Source: an optimization exercise on an open RTL-to-GDS flow (aim: small area). Production flows keep margins and buffers that such runs may drop. RTL that was checked went through simulation tests only; none was proved equivalent to the original. No functional check of the RTL was part of runs 2 to 4. Power is estimated from default activity; no workload was simulated.

### flow/config.mk
export PLATFORM = sky130hd
export DESIGN_NAME = pst_brain_v2
export DESIGN_NICKNAME = pst_brain_v2
export VERILOG_FILES = /design/flow/design.v
export SDC_FILE = /design/flow/constraint.sdc
export NUM_CORES = 4
export LEC_CHECK = 0
export CAP_MARGIN = 20
export CORE_MARGIN = 2
export CORE_UTILIZATION = 40
export SLEW_MARGIN = 20
### flow/constraint.sdc
create_clock -name core_clock -period 40.0 [get_ports {clk}]
set_input_delay 8.0000 -clock core_clock [delete_from_list [all_inputs] [get_ports {clk}]]
set_output_delay 8.0000 -clock core_clock [all_outputs]
set_load 0.01 [all_outputs]
### flow/design.v
module pst_brain_v2 (
    input  wire        clk,
    input  wire        rst_n,
    input  wire [7:0]  cur0, cur1, cur2, cur3,
    output wire [7:0]  phase0, phase1, phase2, phase3,
    output wire [2:0]  winner,
    output wire [7:0]  winner_score,
    output wire [7:0]  winner_rel,
    output wire [7:0]  w_ab, w_ac, w_ad, w_bc, w_bd, w_cd,
    output wire [7:0]  seq_slot_A, seq_slot_B,
    output wire        seq_force_valid,
    output wire [7:0]  seq_force_pred,
    output wire [7:0]  pred_out,
    output wire [7:0]  pred_err,
    output wire        reward_out,
    output wire [2:0]  gamma_cnt,
    output wire        theta_tick,
    output wire        episode_last,
    output wire [2:0]  ep_winner,
    output wire [3:0]  ep_strength,
    output wire        ep_valid,
    output wire        exploit_mode,
    output wire        explore_mode,
    output wire [1:0]  confidence_level,
    output wire [2:0]  theta_cnt,
    output wire        delta_tick,
    output wire [2:0]  topic_winner,
    output wire [2:0]  topic_strength,
    output wire        topic_valid,
    output wire        err_explore
);
    integer i;
    function [8:0] addc;
        input [7:0] a;
        input [7:0] b;
        input       ci;
        integer k;
        reg c;
        begin
            c = ci;
            for (k = 0; k < 8; k = k + 1) begin
                addc[k] = a[k] ^ b[k] ^ c;
                c = (a[k] & b[k]) | (c & (a[k] ^ b[k]));
            end
            addc[8] = c;
        end
    endfunction
    function gt8;
        input [7:0] a;
        input [7:0] b;
        integer k;
        reg g;
        begin
            g = 1'b0;
            for (k = 0; k < 8; k = k + 1)
                g = a[k] ? (~b[k] | g) : (~b[k] & g);
            gt8 = g;
        end
    endfunction
    function [7:0] decr;
        input [7:0] r;
        input       dec;
        integer k;
        reg b;
        begin
            b = dec;
            for (k = 0; k < 8; k = k + 1) begin
                decr[k] = r[k] ^ b;
                b = b & ~r[k];
            end
        end
    endfunction
    function [7:0] cdist;
        input [7:0] r;
        integer k;
        reg c;
        reg [7:0] x;
        begin
            x = r ^ {8{r[7]}};
            c = r[7];
            for (k = 0; k < 8; k = k + 1) begin
                cdist[k] = x[k] ^ c;
                c = c & x[k];
            end
        end
    endfunction
    function [7:0] crel;
        input [7:0] r;
        begin
            crel = decr(r ^ {8{~r[7]}}, r[7]);
        end
    endfunction
    reg [7:0] gph;
    reg       cs;
    always @(posedge clk or negedge rst_n) begin
        if (!rst_n) begin
            gph <= 8'd0;
            cs  <= 1'b0;
        end else begin
            gph <= gph + 8'd1;
            cs  <= &gph;
        end
    end
    reg [2:0] gcnt;
    reg       tht;
    reg [2:0] tcnt;
    reg       dlt;
    always @(posedge clk or negedge rst_n) begin
        if (!rst_n) begin
            gcnt <= 3'd0;
            tht  <= 1'b0;
            tcnt <= 3'd0;
            dlt  <= 1'b0;
        end else begin
            tht <= cs & (&gcnt);
            if (cs) gcnt <= gcnt + 3'd1;
            dlt <= tht & tcnt[2];
            if (tht) tcnt <= tcnt[2] ? 3'd0 : tcnt + 3'd1;
        end
    end
    assign gamma_cnt    = gcnt;
    assign theta_tick   = tht;
    assign episode_last = &gcnt;
    assign theta_cnt    = tcnt;
    assign delta_tick   = dlt;
    wire [31:0] cur_all = {cur3, cur2, cur1, cur0};
    reg  [31:0] rem;
    reg  [31:0] ph;
    reg  [3:0]  fired;
    reg  [35:0] nd;
    always @(*) begin
        for (i = 0; i < 4; i = i + 1)
            nd[9*i +: 9] = addc(rem[8*i +: 8], ~cur_all[8*i +: 8], 1'b1);
    end
    always @(posedge clk or negedge rst_n) begin
        if (!rst_n) begin
            rem   <= {4{8'd199}};
            ph    <= {32{1'b1}};
            fired <= 4'd0;
        end else begin
            for (i = 0; i < 4; i = i + 1) begin
                rem[8*i +: 8] <= cs ? 8'd199 : nd[9*i +: 8];
                fired[i]      <= ~cs & (fired[i] | ~nd[9*i+8]);
                if (~cs & ~fired[i] & ~nd[9*i+8]) ph[8*i +: 8] <= gph;
            end
        end
    end
    assign phase0 = ph[7:0];
    assign phase1 = ph[15:8];
    assign phase2 = ph[23:16];
    assign phase3 = ph[31:24];
    reg [31:0] sp;
    reg [3:0]  sf;
    always @(posedge clk) begin
        if (cs) sp <= ph;
    end
    always @(posedge clk or negedge rst_n) begin
        if (!rst_n)  sf <= 4'd0;
        else if (cs) sf <= fired;
    end
    reg  [2:0] winner_r;
    reg  [7:0] wscore_r, wrel_r;
    reg        mm20_r, mm40_r, eq_r;
    reg  [3:0] stab;
    reg  [47:0] w;
    reg        dph;
    reg  [7:0] sA, sB, fpred, my_pred, pout, perr;
    reg        lw, fvalid;
    reg  [1:0] ezc;
    reg        reward;
    reg  [2:0] ehc;
    reg        exploit_r;
    reg  [1:0] conf;
    reg  [2:0] epw;
    reg  [3:0] eps;
    reg        epv;
    reg  [2:0] tw, ts;
    reg        tv;
    wire err_forced = (ehc >= 3'd5);
    wire in_mm      = ~(stab >= 4'd10) & mm20_r;
    wire explore    = err_forced | in_mm | (epv & (eps <= 4'd5) & (conf <= 2'd2));
    wire ctx_gate   = fvalid | explore | mm40_r;
    wire [2:0] si    = gph[2:0];
    wire       sact  = (&gph[7:4]) & ~(si[2] & si[1]);
    wire       spass = gph[3];
    reg [7:0] spa, spb;
    reg       sfa, sfb;
    reg [5:0] sw;
    always @(*) begin
        case (si)
            3'd0:    begin spa = sp[7:0];   sfa = sf[0]; spb = sp[15:8];  sfb = sf[1]; sw = w[7:2];   end
            3'd1:    begin spa = sp[7:0];   sfa = sf[0]; spb = sp[23:16]; sfb = sf[2]; sw = w[15:10]; end
            3'd2:    begin spa = sp[7:0];   sfa = sf[0]; spb = sp[31:24]; sfb = sf[3]; sw = w[23:18]; end
            3'd3:    begin spa = sp[15:8];  sfa = sf[1]; spb = sp[23:16]; sfb = sf[2]; sw = w[31:26]; end
            3'd4:    begin spa = sp[15:8];  sfa = sf[1]; spb = sp[31:24]; sfb = sf[3]; sw = w[39:34]; end
            default: begin spa = sp[23:16]; sfa = sf[2]; spb = sp[31:24]; sfb = sf[3]; sw = w[47:42]; end
        endcase
    end
    wire [8:0] sdiff = addc(spa, ~spb, 1'b1);
    wire [7:0] srel  = (sfa & sfb) ? crel(sdiff[7:0]) : 8'd0;
    wire       sb2   = ~explore & epv & (epw == si);
    wire       sb1   = ~explore & tv  & (tw  == si);
    wire [8:0] ssum1 = addc({1'b0, srel[7:1]}, {2'b0, (ctx_gate ? 6'd0 : sw)}, 1'b0);
    wire [8:0] sscore = addc(ssum1[7:0], {5'b0, sb2, sb1, 1'b0}, 1'b0);
    reg  [7:0] bs, brel;
    reg  [2:0] bi;
    reg        a20, a40;
    wire [8:0] brel20 = addc(brel, 8'd20, 1'b0);
    wire [8:0] brel40 = addc(brel, 8'd40, 1'b0);
    wire       sne    = (si != bi);
    wire       h20    = sne & gt8(srel, brel20[7:0]);
    wire       h40    = sne & gt8(srel, brel40[7:0]);
    wire       sfirst = (si == 3'd0);
    always @(posedge clk) begin
        if (sact & ~spass & (sfirst | gt8(sscore[7:0], bs))) begin
            bs   <= sscore[7:0];
            bi   <= si;
            brel <= srel;
        end
        if (sact & spass) begin
            a20 <= (~sfirst & a20) | h20;
            a40 <= (~sfirst & a40) | h40;
        end
    end
    always @(posedge clk or negedge rst_n) begin
        if (!rst_n) begin
            winner_r <= 3'd0;
            wscore_r <= 8'd0;
            wrel_r   <= 8'd0;
            mm20_r   <= 1'b0;
            mm40_r   <= 1'b0;
            eq_r     <= 1'b1;
            stab     <= 4'd0;
        end else if (cs) begin
            winner_r <= bi;
            wscore_r <= bs;
            wrel_r   <= brel;
            mm20_r   <= a20;
            mm40_r   <= a40;
            eq_r     <= (bi == winner_r);
            if (eq_r) stab <= (stab >= 4'd10) ? 4'd10 : stab + 4'd1;
            else      stab <= 4'd0;
        end
    end
    assign winner       = winner_r;
    assign winner_score = wscore_r;
    assign winner_rel   = wrel_r;
    reg [7:0] lpa, lpb, act;
    reg       lfa, lfb;
    reg [7:0] wsel;
    always @(*) begin
        case (winner_r)
            3'd0:    begin lpa = ph[7:0];   lfa = fired[0]; lpb = ph[15:8];  lfb = fired[1]; act = 8'd0;   wsel = w[7:0];   end
            3'd1:    begin lpa = ph[7:0];   lfa = fired[0]; lpb = ph[23:16]; lfb = fired[2]; act = 8'd43;  wsel = w[15:8];  end
            3'd2:    begin lpa = ph[7:0];   lfa = fired[0]; lpb = ph[31:24]; lfb = fired[3]; act = 8'd85;  wsel = w[23:16]; end
            3'd3:    begin lpa = ph[15:8];  lfa = fired[1]; lpb = ph[23:16]; lfb = fired[2]; act = 8'd128; wsel = w[31:24]; end
            3'd4:    begin lpa = ph[15:8];  lfa = fired[1]; lpb = ph[31:24]; lfb = fired[3]; act = 8'd170; wsel = w[39:32]; end
            default: begin lpa = ph[23:16]; lfa = fired[2]; lpb = ph[31:24]; lfb = fired[3]; act = 8'd213; wsel = w[47:40]; end
        endcase
    end
    wire       wf     = lfa | lfb;
    wire [8:0] ldiff  = addc(lpa, ~lpb, 1'b1);
    wire [7:0] lr     = ldiff[7:0];
    wire       lclose = lr[7] ? gt8(lr, 8'd225) : ~gt8(lr, 8'd30);
    wire       prot    = tv & ~explore;
    wire [8:0] ltp     = addc(wsel, {4'b0, reward, ~reward, 2'b0}, 1'b0);
    wire [7:0] ltpc    = gt8(ltp[7:0], 8'd190) ? 8'd190 : ltp[7:0];
    wire [8:0] ltdm    = addc(wsel, 8'hFD, 1'b1);
    wire [7:0] ltd     = gt8(wsel, 8'd82) ? ltdm[7:0] : 8'd80;
    wire       dolearn = lfa & lfb & lclose & (lr[7] | ((|lr) & ~prot));
    wire [7:0] lval    = lr[7] ? ltpc : ltd;
    always @(posedge clk or negedge rst_n) begin
        if (!rst_n) begin
            w   <= {6{8'd128}};
            dph <= 1'b0;
        end else if (cs) begin
            dph <= ~dph;
            for (i = 0; i < 6; i = i + 1) begin
                if (~dph & dolearn & (winner_r == i))
                    w[8*i +: 8] <= lval;
                else
                    w[8*i +: 8] <= decr(w[8*i +: 8], dph & ~prot & gt8(w[8*i +: 8], 8'd80));
            end
        end
    end
    assign w_ab = w[7:0];   assign w_ac = w[15:8];  assign w_ad = w[23:16];
    assign w_bc = w[31:24]; assign w_bd = w[39:32]; assign w_cd = w[47:40];
    wire [8:0] rawA  = addc(act, ~sA, 1'b1);
    wire [8:0] rawB  = addc(act, ~sB, 1'b1);
    wire [7:0] dA    = cdist(rawA[7:0]);
    wire [7:0] dB    = cdist(rawB[7:0]);
    wire       isA   = ~gt8(dA, dB);
    wire [7:0] sd    = isA ? dA : dB;
    wire       sdn   = isA ? rawA[7] : rawB[7];
    wire [7:0] scur  = isA ? sA : sB;
    wire [7:0] sstep = {2'b0, sd[7:3], sd[2] | ~(|sd[7:3])};
    wire [8:0] sres  = addc(scur, sstep ^ {8{sdn}}, sdn);
    wire [7:0] snext = (sdn ^ sres[8]) ? {8{~sdn}} : sres[7:0];
    wire       smove = (|sd[7:2]) | (&sd[1:0]);
    always @(posedge clk or negedge rst_n) begin
        if (!rst_n) begin
            sA     <= 8'd0;
            sB     <= 8'd213;
            lw     <= 1'b0;
            fpred  <= 8'd213;
            fvalid <= 1'b0;
        end else if (cs) begin
            if (wf) begin
                if (smove) begin
                    if (isA) sA <= snext;
                    else     sB <= snext;
                end
                if (lw == isA) fpred <= scur;
                fvalid <= (lw == isA);
                lw     <= ~isA;
            end else begin
                fvalid <= 1'b0;
            end
        end
    end
    assign seq_slot_A      = sA;
    assign seq_slot_B      = sB;
    assign seq_force_valid = fvalid;
    assign seq_force_pred  = fpred;
    wire [8:0] rawP  = addc(act, ~my_pred, 1'b1);
    wire       pdn   = rawP[7];
    wire [7:0] eP    = cdist(rawP[7:0]);
    wire [7:0] pstep = {2'b0, eP[7:3], eP[2] | ~(|eP[7:3])};
    wire [8:0] pres  = addc(my_pred, pstep ^ {8{pdn}}, pdn);
    wire [7:0] pnext = (pdn ^ pres[8]) ? {8{~pdn}} : pres[7:0];
    wire       pmove = (|eP[7:2]) | (&eP[1:0]);
    always @(posedge clk or negedge rst_n) begin
        if (!rst_n) begin
            my_pred <= 8'd128;
            pout    <= 8'd128;
            perr    <= 8'd0;
        end else if (cs & wf) begin
            perr <= eP;
            if (fvalid)     my_pred <= fpred;
            else if (pmove) my_pred <= pnext;
            pout <= fvalid ? fpred : my_pred;
        end
    end
    assign pred_out = pout;
    assign pred_err = perr;
    always @(posedge clk or negedge rst_n) begin
        if (!rst_n) begin
            ezc    <= 2'd0;
            reward <= 1'b0;
            ehc    <= 3'd0;
        end else if (cs) begin
            if (perr < 8'd5) begin
                ezc    <= (ezc == 2'd3) ? 2'd3 : ezc + 2'd1;
                reward <= ezc[1];
            end else begin
                ezc    <= 2'd0;
                reward <= 1'b0;
            end
            if (perr > 8'd50) begin
                if (ehc < 3'd5) ehc <= ehc + 3'd1;
            end else begin
                ehc <= 3'd0;
            end
        end
    end
    assign reward_out  = reward;
    assign err_explore = err_forced;
    always @(posedge clk or negedge rst_n) begin
        if (!rst_n) begin
            exploit_r <= 1'b0;
            conf      <= 2'd0;
        end else if (tht && epv) begin
            if (eps >= 4'd6) begin
                conf      <= 2'd3;
                exploit_r <= 1'b1;
            end else begin
                conf      <= (conf == 2'd3) ? 2'd2 : 2'd1;
                exploit_r <= 1'b0;
            end
        end
    end
    assign exploit_mode     = exploit_r;
    assign explore_mode     = explore;
    assign confidence_level = conf;
    reg [23:0] ev;
    reg [2:0]  emi;
    reg [3:0]  emv;
    always @(*) begin
        emi = 3'd0; emv = ev[3:0];
        for (i = 1; i < 6; i = i + 1)
            if (gt8({4'b0, ev[4*i +: 4]}, {4'b0, emv})) begin emi = i; emv = ev[4*i +: 4]; end
    end
    always @(posedge clk or negedge rst_n) begin
        if (!rst_n) begin
            ev  <= 24'd0;
            epw <= 3'd0;
            eps <= 4'd0;
            epv <= 1'b0;
        end else if (tht) begin
            epw <= emi;
            eps <= emv;
            epv <= 1'b1;
            ev  <= 24'd0;
        end else if (cs) begin
            for (i = 0; i < 6; i = i + 1)
                if (winner_r == i) ev[4*i +: 4] <= ev[4*i +: 4] + 4'd1;
        end
    end
    assign ep_winner   = epw;
    assign ep_strength = eps;
    assign ep_valid    = epv;
    reg [17:0] tvt;
    reg [2:0]  tmi, tmv;
    always @(*) begin
        tmi = 3'd0; tmv = tvt[2:0];
        for (i = 1; i < 6; i = i + 1)
            if (gt8({5'b0, tvt[3*i +: 3]}, {5'b0, tmv})) begin tmi = i; tmv = tvt[3*i +: 3]; end
    end
    always @(posedge clk or negedge rst_n) begin
        if (!rst_n) begin
            tvt <= 18'd0;
            tw  <= 3'd0;
            ts  <= 3'd0;
            tv  <= 1'b0;
        end else if (dlt) begin
            if (tmv >= 3'd3) tw <= tmi;
            ts  <= tmv;
            tv  <= 1'b1;
            tvt <= 18'd0;
        end else if (tht) begin
            for (i = 0; i < 6; i = i + 1)
                if (epw == i) tvt[3*i +: 3] <= tvt[3*i +: 3] + 3'd1;
        end
    end
    assign topic_winner   = tw;
    assign topic_strength = ts;
    assign topic_valid    = tv;
endmodule
### flow/run.sh
#!/bin/bash
# synth_recipe.tcl (not shown) runs the flow's synth.tcl, then flattens the netlist and writes it again
# the make line also repeats each setting of config.mk as NAME=value (left out here)
make -C /OpenROAD-flow-scripts/flow DESIGN_CONFIG=/design/flow/config.mk WORK_HOME=/design/flow/orfs CLKGATE_MAP_FILE= SYNTH_SCRIPT=/design/flow/synth_recipe.tcl finish
==> out/qor.txt, run 1 <==
Critical Path RT -> 40.25 ns
clk latency of the worst-skew pair -> 0.58 ns
critical path class -> flip-flop to flip-flop
setup TNS -> 0 ns
Worst VDD drop -> 0.0000260 V
Crit Path Max Fanout -> 16
1st-iter DRT viols -> 963
unrepaired setup endpoints after global routing -> false
Mapped Cells -> 2,115
share of synthesized registers carrying an async set or reset -> 0.841
Leakage -> 10.8 nW
Finished Layout Cells -> 3,011
routability cong. -> 0.888
Resized cells post-CTS -> 0
Core ar. -> 52,900 um2
Mapped Area -> 21,500 um2
crit-path leading delay family -> adder cells
YS warnings -> 1
Die H -> 236 um
status -> finished clean
largest net degree at the start of global routing -> 169
total global routing overflow -> 0
Synth Area per Inst -> 10.2 um2
worst clock skew -> 0.0221 ns
Max Fclk -> 87.4 MHz
number of antenna violations at the first check in global routing -> 1
CTS tree -> done
fillers -> 4,852
Inst Count DP -> 2,935
Net Count, Synth -> 2,352
hold buffer count at cts -> 0
port bufs -> 203
CTS Buf Count -> 41
max-cap violations -> 0
Arr. time, crit path -> 11.70 ns
antenna diode count -> 0
H-tree Lvls -> 2
die area -> 55,600 um2
die width -> 236 um
clock root buffer -> clkbuf_16
fin. max-slew vios -> 0
worst slew pin tran -> 1.05 ns
vias in the first global route -> 16,900
CTS sink count -> 333
row count -> 84
vias per std cell -> 5.49
Initial Utilization -> 0.407
crit path capture type -> flip-flop
ANT nets after route -> 0
Top FF cell, synth -> dfrtp_1
post-synthesis sequential area ratio -> 0.404
DR vias -> 16,500
Min Clock Period, post-route -> 11.44 ns
DRT Pass-1 Iters -> 5
total track usage -> 0.222
DP HPWL -> 45,100 um
layout cells sized above 1 -> 0.128
Bufs and invs on worst path -> 8
pwr/cell area -> 37.2 nW/um2
Longest Clk Path Bufs -> 3
postcts setup bufs -> 0
routed wire length -> 61,400 um
Max stage delay on crit path -> 0.70 ns
routed len/inst -> 20.4 um
Layout Nets -> 2,527
first-pass GRT wire length -> 97,500 um
Setup crit start kind -> flip-flop
Final setup viols -> 0
final hold vios -> 0
Top cell by count, worst path -> fa_1
CP max stage cell -> a2111oi_2
Area Overhead vs Synth -> 19.1%
clock transition at the registers of the reported paths -> 0.06 ns
number of synthesized register bits -> 333
I/O pin count -> 204
Post-synth EDFFs -> 53
synth unique cells -> 100
DRC -> 0
Slew headroom -> 0.303
Worst Hold Class -> flip-flop to flip-flop
Final period util -> 0.286
==> report_power, final <==
group	internal, W	switching, W
sequential	0.000382	0.0000202
combinational	0.0000725	0.0000942
clock	0.000232	0.000152
==> final cells by class <==
| type | instances | area [um2] | area share |
|---|---|---|---|
| Clock buffer | 65 | 1200 | 0.0467 |
| Clock inverter | 11 | 178 | 0.00694 |
| Sequential cell | 333 | 8690 | 0.340 |
| Multi-Input combinational cell | 1480 | 11700 | 0.456 |
| Tap cell | 688 | 861 | 0.0336 |
| Inverter | 205 | 769 | 0.0300 |
| Timing Repair Buffer | 229 | 2240 | 0.0876 |
==> cell families after synthesis <==
family | share of synthesized area
flip-flops | 0.404
adder cells (fa/ha/maj) | 0.155
buffers and inverters | 0.0552
AND/OR/NAND/NOR | 0.111
multiplexers | 0.0790
XOR/XNOR | 0.0411
AO/OA/AOI/OAI | 0.155
==> sequential cells by signal (all words and copies together), names as in the netlist, 18 cells and up <==
signal / cells
ev: 24
ph: 32
rem: 32
w: 48
sp: 32
tvt: 18
==> per-stage QoR <==
stage,utilization,instance area [um2],hold WS [ns],worst slack [ns],total power (W)
finish,0.484,25600,0.478,28.56,0.000953
global route,0.484,25600,0.514,27.87,0.00100
CTS,0.484,25600,0.489,28.49,0.000966
detailed placement,0.458,24200,0.474,27.86,0.000575
global placement,0.458,24200,0.467,27.78,0.000568
floorplan,-,21500,0.471,27.38,0.000499
==> cells in the mapped netlist (all sizes together), types with 11 or more instances <==
cell type  number  area share
nand3          13      0.0030
edfxtp         53       0.074
nand4          15      0.0044
nand2b         25      0.0076
buf            34      0.0084
o211ai         31       0.011
nand3b         11      0.0038
clkbuf         63       0.011
nor2b          22      0.0069
dfstp          71       0.087
maj3           21      0.0098
a21o           11      0.0038
nor2          163       0.029
nor3           21      0.0054
o21ai         139       0.032
mux2           84       0.044
a21oi          92       0.023
nand2         190       0.033
dfrtp         209        0.24
inv           204       0.036
mux2i          68       0.032
xnor2          51       0.021
a31oi          22      0.0074
o22ai          17      0.0049
ha            126       0.073
a22oi          30       0.010
a22o           12      0.0049
a211oi         15      0.0052
xor2           50       0.020
or2            18      0.0052
and2           12      0.0035
fa             77       0.072
==> worst min-delay path, cell delays in order, from the launching register on <==
cell	delay, ns
dfrtp_1	0.34
nand2_1	0.05
o21ai_0	0.06
==> per-layer routing <==
metal  share of wire  vias up  routed length (um)  GRT usage
li1                -     7754                   -          -
met1            0.42     8225               26000      0.282
met2            0.48      436               29700      0.375
met3           0.065      104                3970     0.0515
met4           0.027        0                1650     0.0681
met5               0        -                   0          0
==> path summary, 6_finish.rpt <==
| kind | slack (ns) | depth (start not counted) | to | startpoint |
|---|---|---|---|---|
| max reg2reg | 28.56 | 38 | brel[0] | gph[1] |
| max in group asynchronous | 30.93 | 2 | ev[17] | rst_n |
| min | 0.48 | 2 | pout[1] | pout[1] |
| max | 28.56 | 38 | brel[0] | gph[1] |
| min reg2reg | 0.48 | 2 | pout[1] | pout[1] |
| min in group asynchronous | 7.50 | 1 | rem[11] | rst_n |
==> cell usage in the layout, fill, tap and decap left out, types with 16 or more instances in the layout <==
| cell type | synthesis | final |
|---|---|---|
| clkdlybuf4s50_1 | 0 | 202 |
| fa_1 | 77 | 77 |
| nand2_1 | 190 | 190 |
| mux2i_1 | 68 | 68 |
| clkbuf_16 | 0 | 41 |
| buf_4 | 2 | 25 |
| xnor2_1 | 51 | 50 |
| edfxtp_1 | 53 | 53 |
| clkbuf_1 | 63 | 16 |
| a31oi_1 | 20 | 20 |
| nor2_1 | 161 | 161 |
| a22oi_1 | 30 | 30 |
| dfstp_2 | 71 | 71 |
| mux2_2 | 82 | 82 |
| o211ai_1 | 29 | 29 |
| inv_1 | 203 | 203 |
| dfrtp_1 | 209 | 205 |
| o21ai_0 | 135 | 134 |
| nand2b_1 | 24 | 24 |
| xor2_1 | 50 | 50 |
| maj3_1 | 20 | 20 |
| a21oi_1 | 88 | 88 |
| nor2b_1 | 20 | 20 |
| o22ai_1 | 17 | 17 |
| ha_1 | 126 | 126 |
| nor3_1 | 20 | 20 |
==> inputs of run 2 (changes only) <==
--- a/flow/design.v
+++ b/flow/design.v
@@ -164,4 +164,8 @@
     reg  [3:0] stab;
     reg  [47:0] w;
+    reg  [23:0] ev;
+    reg  [17:0] tvt;
+    reg  [53:0] evn;
+    reg  [53:0] tvn;
     reg        dph;
     reg  [7:0] sA, sB, fpred, my_pred, pout, perr;
@@ -181,10 +185,15 @@
     wire explore    = err_forced | in_mm | (epv & (eps <= 4'd5) & (conf <= 2'd2));
     wire ctx_gate   = fvalid | explore | mm40_r;
-    wire [2:0] si    = gph[2:0];
-    wire       sact  = (&gph[7:4]) & ~(si[2] & si[1]);
+    reg  [7:0] bs, wa;
+    reg  [2:0] bi;
+    wire       sact  = (&gph[7:4]) & ~(gph[2] & gph[1]);
     wire       spass = gph[3];
+    wire [2:0] si    = sact ? gph[2:0] : bi;
+    wire       sfirst = (gph[2:0] == 3'd0);
     reg [7:0] spa, spb;
     reg       sfa, sfb;
     reg [5:0] sw;
+    reg [3:0] sev;
+    reg [2:0] stv;
     always @(*) begin
         case (si)
@@ -196,4 +205,12 @@
             default: begin spa = sp[23:16]; sfa = sf[2]; spb = sp[31:24]; sfb = sf[3]; sw = w[47:42]; end
         endcase
+        case (gph[2:0])
+            3'd0:    begin sev = ev[3:0];   stv = tvt[2:0];   end
+            3'd1:    begin sev = ev[7:4];   stv = tvt[5:3];   end
+            3'd2:    begin sev = ev[11:8];  stv = tvt[8:6];   end
+            3'd3:    begin sev = ev[15:12]; stv = tvt[11:9];  end
+            3'd4:    begin sev = ev[19:16]; stv = tvt[14:12]; end
+            default: begin sev = ev[23:20]; stv = tvt[17:15]; end
+        endcase
     end
     wire [8:0] sdiff = addc(spa, ~spb, 1'b1);
@@ -203,24 +220,31 @@
     wire [8:0] ssum1 = addc({1'b0, srel[7:1]}, {2'b0, (ctx_gate ? 6'd0 : sw)}, 1'b0);
     wire [8:0] sscore = addc(ssum1[7:0], {5'b0, sb2, sb1, 1'b0}, 1'b0);
-    reg  [7:0] bs, brel;
-    reg  [2:0] bi;
-    reg        a20, a40;
-    wire [8:0] brel20 = addc(brel, 8'd20, 1'b0);
-    wire [8:0] brel40 = addc(brel, 8'd40, 1'b0);
-    wire       sne    = (si != bi);
-    wire       h20    = sne & gt8(srel, brel20[7:0]);
-    wire       h40    = sne & gt8(srel, brel40[7:0]);
-    wire       sfirst = (si == 3'd0);
+    wire       sne   = (gph[2:0] != bi);
+    wire [8:0] sevp  = addc({4'b0, sev}, 8'd0, (winner_r == gph[2:0]));
+    wire [8:0] stvp  = addc({5'b0, stv}, 8'd0, (epw == gph[2:0]));
+    reg  [3:0] emv;
+    reg  [2:0] emi, tmi, tmv;
     always @(posedge clk) begin
-        if (sact & ~spass & (sfirst | gt8(sscore[7:0], bs))) begin
-            bs   <= sscore[7:0];
-            bi   <= si;
-            brel <= srel;
+        if (sact & ~spass) begin
+            if (sfirst | gt8(sscore[7:0], bs)) begin
+                bs <= sscore[7:0];
+                bi <= si;
+            end
+            if (sfirst | gt8({4'b0, sevp[3:0]}, {4'b0, emv})) begin
+                emv <= sevp[3:0];
+                emi <= gph[2:0];
+            end
+            if (sfirst | gt8({5'b0, stvp[2:0]}, {5'b0, tmv})) begin
+                tmv <= stvp[2:0];
+                tmi <= gph[2:0];
+            end
         end
         if (sact & spass) begin
-            a20 <= (~sfirst & a20) | h20;
-            a40 <= (~sfirst & a40) | h40;
+            if (sne & (sfirst | gt8(srel, wa))) wa <= srel;
+            else if (sfirst)                    wa <= 8'd0;
         end
     end
+    wire [8:0] srel20 = addc(srel, 8'd20, 1'b0);
+    wire [8:0] srel40 = addc(srel, 8'd40, 1'b0);
     always @(posedge clk or negedge rst_n) begin
         if (!rst_n) begin
@@ -234,8 +258,8 @@
         end else if (cs) begin
             winner_r <= bi;
-            wscore_r <= bs;
-            wrel_r   <= brel;
-            mm20_r   <= a20;
-            mm40_r   <= a40;
+            wscore_r <= sscore[7:0];
+            wrel_r   <= srel;
+            mm20_r   <= gt8(wa, srel20[7:0]);
+            mm40_r   <= gt8(wa, srel40[7:0]);
             eq_r     <= (bi == winner_r);
             if (eq_r) stab <= (stab >= 4'd10) ? 4'd10 : stab + 4'd1;
@@ -274,11 +298,11 @@
             w   <= {6{8'd128}};
             dph <= 1'b0;
-        end else if (cs) begin
-            dph <= ~dph;
+        end else begin
+            dph <= dph ^ cs;
             for (i = 0; i < 6; i = i + 1) begin
-                if (~dph & dolearn & (winner_r == i))
+                if (cs & ~dph & dolearn & (winner_r == i))
                     w[8*i +: 8] <= lval;
                 else
-                    w[8*i +: 8] <= decr(w[8*i +: 8], dph & ~prot & gt8(w[8*i +: 8], 8'd80));
+                    w[8*i +: 8] <= decr(w[8*i +: 8], cs & dph & ~prot & gt8(w[8*i +: 8], 8'd80));
             end
         end
@@ -383,11 +407,9 @@
     assign explore_mode     = explore;
     assign confidence_level = conf;
-    reg [23:0] ev;
-    reg [2:0]  emi;
-    reg [3:0]  emv;
     always @(*) begin
-        emi = 3'd0; emv = ev[3:0];
-        for (i = 1; i < 6; i = i + 1)
-            if (gt8({4'b0, ev[4*i +: 4]}, {4'b0, emv})) begin emi = i; emv = ev[4*i +: 4]; end
+        for (i = 0; i < 6; i = i + 1) begin
+            evn[9*i +: 9] = addc({4'b0, ev[4*i +: 4]}, 8'd0, cs & (winner_r == i));
+            tvn[9*i +: 9] = addc({5'b0, tvt[3*i +: 3]}, 8'd0, tht & (epw == i));
+        end
     end
     always @(posedge clk or negedge rst_n) begin
@@ -397,12 +419,12 @@
             eps <= 4'd0;
             epv <= 1'b0;
-        end else if (tht) begin
-            epw <= emi;
-            eps <= emv;
-            epv <= 1'b1;
-            ev  <= 24'd0;
-        end else if (cs) begin
+        end else begin
+            if (tht) begin
+                epw <= emi;
+                eps <= emv;
+                epv <= 1'b1;
+            end
             for (i = 0; i < 6; i = i + 1)
-                if (winner_r == i) ev[4*i +: 4] <= ev[4*i +: 4] + 4'd1;
+                ev[4*i +: 4] <= evn[9*i +: 4] & {4{~tht}};
         end
     end
@@ -410,11 +432,4 @@
     assign ep_strength = eps;
     assign ep_valid    = epv;
-    reg [17:0] tvt;
-    reg [2:0]  tmi, tmv;
-    always @(*) begin
-        tmi = 3'd0; tmv = tvt[2:0];
-        for (i = 1; i < 6; i = i + 1)
-            if (gt8({5'b0, tvt[3*i +: 3]}, {5'b0, tmv})) begin tmi = i; tmv = tvt[3*i +: 3]; end
-    end
     always @(posedge clk or negedge rst_n) begin
         if (!rst_n) begin
@@ -423,12 +438,12 @@
             ts  <= 3'd0;
             tv  <= 1'b0;
-        end else if (dlt) begin
-            if (tmv >= 3'd3) tw <= tmi;
-            ts  <= tmv;
-            tv  <= 1'b1;
-            tvt <= 18'd0;
-        end else if (tht) begin
+        end else begin
+            if (dlt) begin
+                if (tmv >= 3'd3) tw <= tmi;
+                ts  <= tmv;
+                tv  <= 1'b1;
+            end
             for (i = 0; i < 6; i = i + 1)
-                if (epw == i) tvt[3*i +: 3] <= tvt[3*i +: 3] + 3'd1;
+                tvt[3*i +: 3] <= tvn[9*i +: 3] & {3{~dlt}};
         end
     end
--- a/flow/config.mk
+++ b/flow/config.mk
@@ -6,6 +6,8 @@
 export NUM_CORES = 4
 export LEC_CHECK = 0
+export ABC_AREA = 1
 export CAP_MARGIN = 20
 export CORE_MARGIN = 2
 export CORE_UTILIZATION = 40
+export CTS_BUF_LIST = sky130_fd_sc_hd__clkbuf_2
 export SLEW_MARGIN = 20
==> run 2 against run 1 <==
Still clean. Final area is 6.6% lower. Power is 13% lower. Sequential share of layout area is 3.8 points higher. Utilization is 0.76 points lower. Critical endpoint is now explore_mode.
==> out/qor.txt, run 2 <==
status -> finished clean (unchanged)
Setup crit start kind -> flip-flop (unchanged)
Final setup viols -> 0 (unchanged)
largest reg by FF count -> w (unchanged)
CP max stage cell -> clkdlybuf4s50_1 (was a2111oi_2)
met2 Usage GRT -> 0.356 (was 0.375)
Worst Hold Class -> flip-flop to flip-flop (unchanged)
vias in the first global route -> 16,500 (was 16,900)
row count -> 82 (was 84)
routed len/inst -> 18.6 um (was 20.4 um)
Net Count, Synth -> 2,472 (was 2,352)
most common cell after layout, fill and taps aside -> nand2_1 (was dfrtp_1)
Bufs and invs on worst path -> 3 (was 8)
Mapped Area -> 20,300 um2 (was 21,500 um2)
number of synthesized register bits -> 344 (was 333)
Area Overhead vs Synth -> 17.6% (was 19.1%)
M3 GR Usage -> 0.0621 (was 0.0515)
Min Clock Period, post-route -> 11.27 ns (was 11.44 ns)
total track usage -> 0.231 (was 0.222)
P_sw -> 0.000271 W (was 0.000267 W)
global route hottest layer -> met2 (unchanged)
share of synthesized registers carrying an async set or reset -> 0.814 (was 0.841)
Final period util -> 0.282 (was 0.286)
routed wire length -> 59,900 um (was 61,400 um)
vias per std cell -> 5.06 (was 5.49)
total global routing overflow -> 0 (unchanged)
CTS sink count -> 344 (was 333)
fin. max-slew vios -> 0 (unchanged)
switch share -> 0.328 (was 0.280)
Top FF cell, synth -> dfrtp_1 (unchanged)
CTS Buf Count -> 96 (was 41)
Resized cells post-CTS -> 0 (unchanged)
hold buffer count at cts -> 0 (unchanged)
most frequent cell after synthesis -> nand2_1 (was dfrtp_1)
worst clock skew -> 0.124 ns (was 0.0221 ns)
WHS -> 0.459 ns (was 0.478 ns)
CTS tree -> done (unchanged)
ANT nets after route -> 0 (unchanged)
crit path capture type -> primary output (was flip-flop)
top cells by count, synth -> nand2_1, inv_1, dfrtp_1 (was dfrtp_1, inv_1, nand2_1)
post-synthesis sequential area ratio -> 0.443 (was 0.404)
first-pass GRT wire length -> 93,900 um (was 97,500 um)
post-synth top area share -> 0.257 (was 0.243)
Core ar. -> 50,200 um2 (was 52,900 um2)
synth unique cells -> 69 (was 100)
post-synth top area cell -> dfrtp_1 (unchanged)
1st-iter DRT viols -> 1,127 (was 963)
clock root buffer -> clkbuf_2 (was clkbuf_16)
DRC -> 0 (unchanged)
Max Fclk -> 88.7 MHz (was 87.4 MHz)
worst slew pin tran -> 1.05 ns (about the same)
Mapped Cells -> 2,210 (was 2,115)
pwr/cell area -> 34.5 nW/um2 (was 37.2 nW/um2)
routability cong. -> 0.919 (was 0.888)
Worst VDD drop -> 0.0000175 V (was 0.0000260 V)
YS warnings -> 1 (unchanged)
layout cells sized above 1 -> 0.123 (was 0.128)
final hold vios -> 0 (unchanged)
die width -> 229 um (was 236 um)
Arr. time, crit path -> 3.27 ns (was 11.70 ns)
DRT Pass-1 Iters -> 6 (was 5)
postcts setup bufs -> 0 (unchanged)
DP HPWL -> 44,600 um (was 45,100 um)
most frequent cells in the layout -> nand2_1, inv_1, dfrtp_1 (was dfrtp_1, inv_1, clkdlybuf4s50_1)
clk latency of the worst-skew pair -> 1.12 ns (was 0.58 ns)
DR vias -> 16,300 (was 16,500)
max-cap violations -> 0 (unchanged)
Critical Path RT -> 32.00 ns (was 40.25 ns)
combinational power share -> 0.182 (was 0.175)
largest net degree at the start of global routing -> 94 (was 169)
Longest Clk Path Bufs -> 3 (unchanged)
max FFs per register -> 48 (unchanged)
crit-path leading delay family -> buffers and inverters (was adder cells)
Die H -> 229 um (was 236 um)
H-tree Lvls -> 3 (was 2)
Clk network pwr share -> 0.319 (was 0.403)
Post-synth EDFFs -> 64 (was 53)
Max stage delay on crit path -> 0.57 ns (was 0.70 ns)
port bufs -> 203 (unchanged)
top post-synthesis cells by area -> dfrtp_1, edfxtp_1, ha_1 (was dfrtp_1, dfstp_2, edfxtp_1)
Layout Nets -> 2,728 (was 2,527)
number of antenna violations at the first check in global routing -> 1 (unchanged)
crit path cell chain -> inv_1, ha_1, o31ai_1, nand2_1, o311ai_1, buf_4, clkdlybuf4s50_1
Sequential Power Share -> 0.498 (was 0.422)
Crit Path Max Fanout -> 4 (was 16)
die area -> 52,700 um2 (was 55,600 um2)
Leakage -> 11.3 nW (was 10.8 nW)
setup TNS -> 0 ns (unchanged)
I/O pin count -> 204 (unchanged)
met1 GRT Util -> 0.306 (was 0.282)
Cell Int Power -> 0.000554 W (was 0.000686 W)
unrepaired setup endpoints after global routing -> false (unchanged)
Slew headroom -> 0.298 (was 0.303)
Initial Utilization -> 0.405 (was 0.407)
critical path class -> flip-flop to primary output (was flip-flop to flip-flop)
clock transition at the registers of the reported paths -> 0.10 ns (was 0.06 ns)
Synth Area per Inst -> 9.20 um2 (was 10.2 um2)
[run 2: cell count changes in the layout (fill, tap and decap cells not counted), sizes merged, moves of 27 or more]
| cell | change |
|---|---|
| a21oi | -27 |
| clkbuf | +71 |
| clkinv | +39 |
| inv | +149 |
| mux2 | -81 |
| mux2i | -67 |
| nand2 | +289 |
| nand3 | +27 |
| o21ai | +76 |
| xnor2 | -28 |
[run 2: cells by family (layout without fill, tap and decap cells)]
kind of cell,count (synthesis),in the layout,synth area share
xor+xnor,79,79,0.0344
buf+inv,414,752,0.0804
compound gates,413,413,0.119
mux,4,4,0.00215
other cells,0,2,0
fa+ha+maj,228,228,0.169
flops,344,344,0.443
simple gates,728,728,0.152
[run 2: stage by stage]
| stage | power (W) | instance area [um2] | setup WS [ns] | std cells | util |
|---|---|---|---|---|---|
| after floorplan | 0.000502 | 20300 | 29.11 | 2210 | - |
| after global placement | 0.000562 | 23000 | 28.52 | 3040 | 0.459 |
| after detailed placement | 0.000568 | 23000 | 28.38 | 3040 | 0.459 |
| after CTS | 0.000837 | 23900 | 28.58 | 3220 | 0.477 |
| after global routing | 0.000877 | 23900 | 28.07 | 3221 | 0.477 |
| final | 0.000825 | 23900 | 28.73 | 3222 | 0.477 |
[run 2: layer usage]
| metal | part of all wire | vias to the layer above |
|---|---|---|
| li1 | - | 7783 |
| met4 | 0.034 | 0 |
| met1 | 0.44 | 7830 |
| met3 | 0.082 | 119 |
| met5 | 0 | - |
| met2 | 0.45 | 564 |
[run 2: final cells by class]
cell class                      instances  area, um2
Fill cell                            4867      26200
Multi-Input combinational cell       1452       9690
Sequential cell                       344       9020
Timing Repair Buffer                  215       2130
Inverter                              357       1340
Tap cell                              672        841
Clock buffer                          136        681
Clock inverter                         44        215
Antenna cell                            2       5.00
[run 2: worst reg2reg max path, delay by kind of cell, from the launching register on]
kind	cells	cell delay (ns)
compound gates	8	1.57
xor+xnor	2	0.31
fa+ha+maj	19	5.08
buf+inv	14	1.37
flops	1	0.73
simple gates	10	1.94
[run 2: power groups by stage]
stage / sequential [W] / clock, W / combinational (W)
global route: 0.000414 / 0.000292 / 0.000171
finish: 0.000411 / 0.000263 / 0.000150
floorplan: 0.000412 / 0 / 0.0000900
global placement: 0.000417 / 0 / 0.000145
CTS: 0.000411 / 0.000274 / 0.000152
detailed placement: 0.000418 / 0 / 0.000151
[run 2: path summary, 6_finish.rpt]
path / startpoint / endpoint / slack [ns] / cells past startpoint
min: emi[0] / epw[0] / 0.46 / 2
max: stab[0] / explore_mode / 28.73 / 7
min in group asynchronous: rst_n / rem[4] / 6.90 / 1
min reg2reg: emi[0] / epw[0] / 0.46 / 2
max reg2reg: winner_r[1] / sA[6] / 28.86 / 53
max in group asynchronous: rst_n / w[36] / 30.76 / 3
==> inputs of run 3 (changes only) <==
--- a/flow/config.mk
+++ b/flow/config.mk
@@ -10,4 +10,5 @@
 export CORE_MARGIN = 2
 export CORE_UTILIZATION = 40
-export CTS_BUF_LIST = sky130_fd_sc_hd__clkbuf_2
+export CTS_BUF_LIST = sky130_fd_sc_hd__clkbuf_4
+export CTS_CLUSTER_SIZE = 30
 export SLEW_MARGIN = 20
==> run 3 against run 2 <==
Die area is the same. Still clean on timing, DRC and antenna. Largest cell class unchanged. Combinational power about the same. Critical path depth is 45 higher. Utilization rose by 0.84 points. Clock power up 31%.
==> out/qor.txt, run 3 <==
status -> finished clean (unchanged)
Resized cells post-CTS -> 0 (unchanged)
clk latency of the worst-skew pair -> 0.87 ns (was 1.12 ns)
postcts setup bufs -> 0 (unchanged)
post-synth top area cell -> dfrtp_1 (unchanged)
row count -> 82 (unchanged)
DP HPWL -> 44,600 um (unchanged)
YS warnings -> 1 (unchanged)
number of synthesized register bits -> 344 (unchanged)
DR vias -> 16,300 (about the same)
P_sw -> 0.000268 W (was 0.000271 W)
Core ar. -> 50,200 um2 (unchanged)
Simple-Gate Fraction of Synth Area -> 0.152 (unchanged)
synth unique cells -> 69 (unchanged)
combinational power share -> 0.166 (was 0.182)
most common cell after layout, fill and taps aside -> nand2_1 (unchanged)
clock transition at the registers of the reported paths -> 0.07 ns (was 0.10 ns)
1st-iter DRT viols -> 1,057 (was 1,127)
Layout Nets -> 2,729 (was 2,728)
port bufs -> 203 (unchanged)
worst clock skew -> 0.0823 ns (was 0.124 ns)
Final setup viols -> 0 (unchanged)
largest family of logic cells by synthesized area -> adder cells (unchanged)
DP Worst Slack -> 28.38 ns (unchanged)
Net Count, Synth -> 2,472 (unchanged)
first-pass GRT wire length -> 93,700 um (was 93,900 um)
H-tree Lvls -> 3 (unchanged)
most frequent cells in the layout -> nand2_1, inv_1, dfrtp_1 (unchanged)
clock root buffer -> clkbuf_4 (was clkbuf_2)
Longest Clk Path Bufs -> 3 (unchanged)
pwr/cell area -> 37.2 nW/um2 (was 34.5 nW/um2)
fillers -> 4,805 (was 4,867)
compound-gate portion of the synthesized area -> 0.119 (unchanged)
hold buffer count at cts -> 0 (unchanged)
CP max stage cell -> dfrtp_1 (was clkdlybuf4s50_1)
Top cell by count, worst path -> inv_1
setup TNS -> 0 ns (unchanged)
Slew headroom -> 0.272 (was 0.298)
Min Clock Period, post-route -> 11.16 ns (was 11.27 ns)
Area Overhead vs Synth -> 19.7% (was 17.6%)
routed len/inst -> 18.6 um (about the same)
critical path class -> flip-flop to flip-flop (was flip-flop to primary output)
DRT Pass-1 Iters -> 5 (was 6)
top post-synthesis cells by area -> dfrtp_1, edfxtp_1, ha_1 (unchanged)
Leakage -> 11.4 nW (was 11.3 nW)
I/O pin count -> 204 (unchanged)
area of the multi-input gates -> 9690 um2 (unchanged)
Setup crit start kind -> flip-flop (unchanged)
max-cap violations -> 0 (unchanged)
routed wire length -> 59,900 um (about the same)
CTS tree -> done (unchanged)
unrepaired setup endpoints after global routing -> false (unchanged)
DRC -> 0 (unchanged)
Mapped Area -> 20,300 um2 (unchanged)
routability cong. -> 0.919 (unchanged)
switch share -> 0.296 (was 0.328)
Clk network pwr share -> 0.380 (was 0.319)
die area -> 52,700 um2 (unchanged)
Synth Area per Inst -> 9.20 um2 (unchanged)
Mapped Cells -> 2,210 (unchanged)
number of antenna violations at the first check in global routing -> 1 (unchanged)
largest reg by FF count -> w (unchanged)
CTS sink count -> 344 (unchanged)
Top FF cell, synth -> dfrtp_1 (unchanged)
Post-Synth Adder-Cell Area -> 0.169 (unchanged)
vias per std cell -> 5.07 (was 5.06)
Die H -> 229 um (unchanged)
XOR/XNOR Fraction of Synth Area -> 0.0344 (unchanged)
layout cells sized above 1 -> 0.131 (was 0.123)
Initial Utilization -> 0.405 (unchanged)
FF+latch area -> 9020 um2 (unchanged)
Critical Path RT -> 40.71 ns (was 32.00 ns)
post-synth top area share -> 0.257 (unchanged)
Post-synth EDFFs -> 64 (unchanged)
Arr. time, crit path -> 11.88 ns (was 3.27 ns)
Max Fclk -> 89.6 MHz (was 88.7 MHz)
top cells by count, synth -> nand2_1, inv_1, dfrtp_1 (unchanged)
worst setup margin -> 28.84 ns (was 28.73 ns)
fin. max-slew vios -> 0 (unchanged)
total global routing overflow -> 0 (unchanged)
vias in the first global route -> 16,500 (about the same)
worst slew pin tran -> 1.09 ns (was 1.05 ns)
Crit Path Max Fanout -> 21 (was 4)
final hold vios -> 0 (unchanged)
Worst VDD drop -> 0.0000191 V (was 0.0000175 V)
largest net degree at the start of global routing -> 94 (unchanged)
post-synthesis sequential area ratio -> 0.443 (unchanged)
Final period util -> 0.279 (was 0.282)
ANT nets after route -> 0 (unchanged)
Cell Int Power -> 0.000638 W (was 0.000554 W)
share of synthesized registers carrying an async set or reset -> 0.814 (unchanged)
mux share of post-synthesis cell area -> 0.00215 (unchanged)
Sequential Power Share -> 0.454 (was 0.498)
Max stage delay on crit path -> 0.57 ns (about the same)
most frequent cell after synthesis -> nand2_1 (unchanged)
total track usage -> 0.231 (about the same)
max FFs per register -> 48 (unchanged)
CTS Buf Count -> 97 (was 96)
die width -> 229 um (unchanged)
Worst Hold Class -> flip-flop to flip-flop (unchanged)
crit path capture type -> flip-flop (was primary output)
[run 3: stage by stage]
stage / util / total power [W] / cells / hold slack, ns / instance area [um2]
2_1_floorplan: - / 0.000502 / 2210 / 0.430 / 20300
3_3_place_gp: 0.459 / 0.000562 / 3040 / 0.438 / 23000
3_5_place_dp: 0.459 / 0.000568 / 3040 / 0.443 / 23000
4_1_cts: 0.485 / 0.000919 / 3222 / 0.464 / 24300
5_1_grt: 0.485 / 0.000959 / 3223 / 0.495 / 24300
6_report: 0.485 / 0.000906 / 3223 / 0.470 / 24300
[run 3: power by group through the flow]
stage | registers (W) | clock network [W] | logic (W)
after detailed placement | 0.000418 | 0 | 0.000151
after global routing | 0.000414 | 0.000374 | 0.000171
final | 0.000412 | 0.000344 | 0.000150
after global placement | 0.000417 | 0 | 0.000145
after CTS | 0.000412 | 0.000356 | 0.000152
after floorplan | 0.000412 | 0 | 0.0000900
[run 3: final cells by class]
type,count,share of cell area
clock inverter,26,0.00606
antenna,1,0.000103
tap,672,0.0345
inverter,357,0.0552
sequential,344,0.371
timing repair buffer,215,0.0874
clock buffer,156,0.0481
multi-input combinational,1452,0.398
[run 3: path summary, 6_finish.rpt]
path                        startpoint     end  slack (ns)  cells after the start
min reg2reg                     emi[0]  epw[0]        0.47                      2
min                             emi[0]  epw[0]        0.47                      2
max                        winner_r[2]   sA[6]       28.84                     52
max reg2reg                winner_r[2]   sA[6]       28.84                     52
min in group asynchronous        rst_n  rem[3]        7.19                      1
max in group asynchronous        rst_n   w[36]       30.55                      3
[run 3: routing by layer]
layer / GRT usage / wire length [um] / vias to the layer above
met5: 0 / 0 / -
met4: 0.0925 / 1780 / 0
met3: 0.0631 / 4990 / 108
met2: 0.358 / 27000 / 592
met1: 0.306 / 26100 / 7864
li1: - / - / 7776
[run 3: logic make-up after synthesis]
logic type,after synthesis
xor+xnor,79
fa+ha+maj,228
compound gates,413
buf+inv,414
mux,4
simple gates,728
flops,344
[run 3: worst max-delay path, delay by kind of cell (launching register included)]
family,cells,cell delay (ns)
flops,1,0.57
fa+ha+maj,20,5.23
buf+inv,13,1.17
xor+xnor,2,0.31
simple gates,10,2.22
compound gates,7,1.46
==> inputs of run 4 (changes only) <==
--- a/flow/config.mk
+++ b/flow/config.mk
@@ -10,5 +10,6 @@
 export CORE_MARGIN = 2
 export CORE_UTILIZATION = 40
-export CTS_BUF_LIST = sky130_fd_sc_hd__clkbuf_4
-export CTS_CLUSTER_SIZE = 30
+export CTS_BUF_LIST = sky130_fd_sc_hd__clkbuf_8
+export CTS_CLUSTER_DIAMETER = 80
+export CTS_CLUSTER_SIZE = 16
 export SLEW_MARGIN = 20
==> run 4 against run 3 <==
Still clean on timing, DRC and antenna. Combinational power barely moved. Critical path depth grew 1. Final area down 3.2%. Flip-flop and latch count did not move. Power fell by 15%.
==> out/qor.txt, run 4 <==
status -> finished clean (unchanged)
HP Start -> emi[0] (unchanged)
setup TNS -> 0 ns (unchanged)
CTS Buf Count -> 28 (was 97)
Arr. time, crit path -> 11.74 ns (was 11.88 ns)
top cells by count, synth -> nand2_1, inv_1, dfrtp_1 (unchanged)
Placed Area -> 23,000 um2 (unchanged)
most common cell after layout, fill and taps aside -> nand2_1 (unchanged)
number of synthesized register bits -> 344 (unchanged)
Mapped Area -> 20,300 um2 (unchanged)
Layout Nets -> 2,660 (was 2,729)
Crit Reg-Reg Endpoint -> sA[6] (unchanged)
Tot Pwr -> 0.000767 W (was 0.000906 W)
Clk network pwr share -> 0.267 (was 0.380)
layout cells sized above 1 -> 0.0855 (was 0.131)
RR Startpoint -> winner_r[1] (was winner_r[2])
largest net degree at the start of global routing -> 94 (unchanged)
most frequent cell after synthesis -> nand2_1 (unchanged)
vias in the first global route -> 15,800 (was 16,500)
Die H -> 229 um (unchanged)
post-synth top area cell -> dfrtp_1 (unchanged)
H-tree Lvls -> 1 (was 3)
Top FF cell, synth -> dfrtp_1 (unchanged)
number of antenna violations at the first check in global routing -> 1 (unchanged)
hold buffer count at cts -> 0 (unchanged)
Net Count, Synth -> 2,472 (unchanged)
Worst VDD drop -> 0.0000228 V (was 0.0000191 V)
CP max stage cell -> dfrtp_1 (unchanged)
postcts setup bufs -> 0 (unchanged)
synth unique cells -> 69 (unchanged)
total global routing overflow -> 0 (unchanged)
fin. max-slew vios -> 0 (unchanged)
I/O pin count -> 204 (unchanged)
fillers -> 4,795 (was 4,805)
largest reg by FF count -> w (unchanged)
max-cap violations -> 0 (unchanged)
CTS sink count -> 344 (unchanged)
Post-synth EDFFs -> 64 (unchanged)
crit path capture type -> flip-flop (unchanged)
worst hold endpoint -> epw[0] (unchanged)
DRC -> 0 (unchanged)
Critical Path RT -> 40.55 ns (was 40.71 ns)
Final period util -> 0.280 (was 0.279)
switch share -> 0.310 (was 0.296)
Non-Filler Cell Area, Final -> 23,600 um2 (was 24,300 um2)
Core ar. -> 50,200 um2 (unchanged)
Area Overhead vs Synth -> 15.9% (was 19.7%)
routability cong. -> 0.919 (unchanged)
clk latency of the worst-skew pair -> 0.65 ns (was 0.87 ns)
post-synth top area share -> 0.257 (unchanged)
Min Clock Period, post-route -> 11.19 ns (was 11.16 ns)
Slew headroom -> 0.286 (was 0.272)
DP Worst Slack -> 28.38 ns (unchanged)
row count -> 82 (unchanged)
R2R Setup Slk -> 28.81 ns (was 28.84 ns)
routed len/inst -> 19.1 um (was 18.6 um)
combinational power share -> 0.196 (was 0.166)
pwr/cell area -> 32.5 nW/um2 (was 37.2 nW/um2)
share of synthesized registers carrying an async set or reset -> 0.814 (unchanged)
Setup crit start kind -> flip-flop (unchanged)
most frequent cells in the layout -> nand2_1, inv_1, dfrtp_1 (unchanged)
Crit Path Max Fanout -> 21 (unchanged)
YS warnings -> 1 (unchanged)
critical path class -> flip-flop to flip-flop (unchanged)
DRT Pass-1 Iters -> 7 (was 5)
vias per std cell -> 5.13 (was 5.07)
clock transition at the registers of the reported paths -> 0.11 ns (was 0.07 ns)
unrepaired setup endpoints after global routing -> false (unchanged)
Final Util -> 0.470 (was 0.485)
port bufs -> 203 (unchanged)
DP HPWL -> 44,600 um (unchanged)
Worst Hold Class -> flip-flop to flip-flop (unchanged)
worst r2r path cells -> 53 (was 52)
die area -> 52,700 um2 (unchanged)
post-synthesis sequential area ratio -> 0.443 (unchanged)
P_sw -> 0.000238 W (was 0.000268 W)
CTS tree -> done (unchanged)
first-pass GRT wire length -> 92,300 um (was 93,700 um)
1st-iter DRT viols -> 1,190 (was 1,057)
ANT nets after route -> 0 (unchanged)
Initial Utilization -> 0.405 (unchanged)
Max Fclk -> 89.4 MHz (was 89.6 MHz)
clock root buffer -> clkbuf_8 (was clkbuf_4)
Top cell by count, worst path -> inv_1 (unchanged)
worst clock skew -> 0.0287 ns (was 0.0823 ns)
Resized cells post-CTS -> 0 (unchanged)
hold depth -> 2 (unchanged)
final hold vios -> 0 (unchanged)
Longest Clk Path Bufs -> 3 (unchanged)
routed wire length -> 59,000 um (was 59,900 um)
total track usage -> 0.225 (was 0.231)
Max stage delay on crit path -> 0.73 ns (was 0.57 ns)
Mapped Cells -> 2,210 (unchanged)
Synth Area per Inst -> 9.20 um2 (unchanged)
Leakage -> 11.0 nW (was 11.4 nW)
Cell Int Power -> 0.000529 W (was 0.000638 W)
die width -> 229 um (unchanged)
worst slew pin tran -> 1.07 ns (was 1.09 ns)
Sequential Power Share -> 0.536 (was 0.454)
Final setup viols -> 0 (unchanged)
top post-synthesis cells by area -> dfrtp_1, edfxtp_1, ha_1 (unchanged)
max FFs per register -> 48 (unchanged)
DR vias -> 15,900 (was 16,300)
worst setup margin -> 28.81 ns (was 28.84 ns)
==> run 4: changes by cell type in the layout (fill, tap and decap cells not counted) <==
cell and delta:
clkinv_1 -16, clkinv_4 -1, inv_1 +13, clkbuf_4 -156, clkinvlp_4 +2, clkinv_2 -2, clkbuf_8 +28, inv_2 -1
inv_6 +2, inv_8 +1
==> run 4: worst max-delay path, delay by kind of cell (launching register included) <==
family / cells / cell delay (ns)
flip-flops: 1 / 0.73
adder cells (fa/ha/maj): 19 / 5.14
buffers and inverters: 14 / 1.41
AO/OA/AOI/OAI: 8 / 1.57
AND/OR/NAND/NOR: 10 / 1.92
XOR/XNOR: 2 / 0.31
==> run 4: how the worst max path moves through the flow <==
stage	from	end	slack, ns	depth (start not counted)
3_5_place_dp	cur1[0]	ph[8]	28.38	14
4_1_cts	winner_r[2]	sA[6]	28.81	52
3_3_place_gp	cur0[0]	ph[6]	28.52	14
2_1_floorplan	cur1[0]	ph[13]	29.11	14
6_report	winner_r[1]	sA[6]	28.81	53
5_1_grt	winner_r[2]	sA[6]	28.00	52
==> run 4: cells by family (layout without fill, tap and decap cells) <==
kind of cell    Yosys count  count (layout)  synth area share
fa+ha+maj               228             228             0.169
flops                   344             344             0.443
compound gates          413             413             0.119
xor+xnor                 79              79            0.0344
buf+inv                 414             624            0.0804
mux                       4               4           0.00215
other cells               0               1                 0
simple gates            728             728             0.152
==> run 4: cell type report <==
| cell class | instances | area [um2] | area share |
|---|---|---|---|
| diodes | 1 | 2.50 | 0.000106 |
| clock inverters | 24 | 158 | 0.00669 |
| clock buffers | 28 | 385 | 0.0164 |
| well taps | 672 | 841 | 0.0357 |
| inverters | 357 | 1340 | 0.0570 |
| repair buffers | 215 | 2130 | 0.0902 |
| multi-input cells | 1452 | 9690 | 0.411 |
| flip-flops and latches | 344 | 9020 | 0.383 |
==> run 4: metal layers <==
metal / track usage / part of all wire / vias to the layer above
met2: 0.359 / 0.45 / 514
met1: 0.307 / 0.45 / 7725
li1: - / - / 7551
met4: 0.0617 / 0.026 / 0
met3: 0.0496 / 0.073 / 75
met5: 0 / 0 / -
==> run 4: through the flow <==
| step | hold slack, ns | cells |
|---|---|---|
| finish | 0.467 | 3093 |
| global route | 0.502 | 3093 |
| CTS | 0.469 | 3092 |
| detailed placement | 0.443 | 3040 |
| global placement | 0.438 | 3040 |
| floorplan | 0.430 | 2210 |
==> run 4: power by group through the flow <==
| stage | Combinational, W | Clock [W] | Sequential (W) |
|---|---|---|---|
| 6_report | 0.000151 | 0.000205 | 0.000411 |
| 5_1_grt | 0.000172 | 0.000225 | 0.000414 |
| 4_1_cts | 0.000153 | 0.000212 | 0.000411 |
| 3_5_place_dp | 0.000151 | 0 | 0.000418 |
| 3_3_place_gp | 0.000145 | 0 | 0.000417 |
| 2_1_floorplan | 0.0000900 | 0 | 0.000412 |

-- port drivers added, routing unchanged --
No port has a modelled driver above. Below, the same layouts with a new extraction and two added sets of constraints.
Step 1 (the two cells are an assumption about what drives the block):
set clk [get_ports {clk}]
set_driving_cell -lib_cell sky130_fd_sc_hd__clkbuf_16 $clk
set_driving_cell -lib_cell sky130_fd_sc_hd__buf_2 [delete_from_list [all_inputs] $clk]
Step 2 adds t to the input delays and takes it off the output delays; t is the mean of the earliest and latest rising clock arrival at the registers after step 1. Input paths then give back, and output paths get back, about the clock's delay inside the block.
Slacks: no drivers / after step 1 / after step 2; pairs: no drivers / after step 1.
| run | shift t [ns] | setup WS [ns] | hold WS [ns] | worst data-port slew with drivers (ns) | cell pins on the clock port's net |
|---|---|---|---|---|---|
| run 1 | 0.628 | 28.557 / 28.557 / 28.216 | 0.478 / 0.478 / 0.478 | 0.07 | 1 |
| run 2 | 1.115 | 28.729 / 28.675 / 28.465 | 0.459 / 0.459 / 0.459 | 0.07 | 1 |
| run 3 | 0.891 | 28.836 / 28.836 / 28.426 | 0.470 / 0.470 / 0.470 | 0.06 | 1 |
| run 4 | 0.696 | 28.809 / 28.809 / 28.426 | 0.467 / 0.467 / 0.467 | 0.07 | 1 |
After both steps every run listed still meets setup and hold. The setup slack of run 3, which loses most, moves by 0.000 ns with the drivers and by -0.410 ns with both steps.
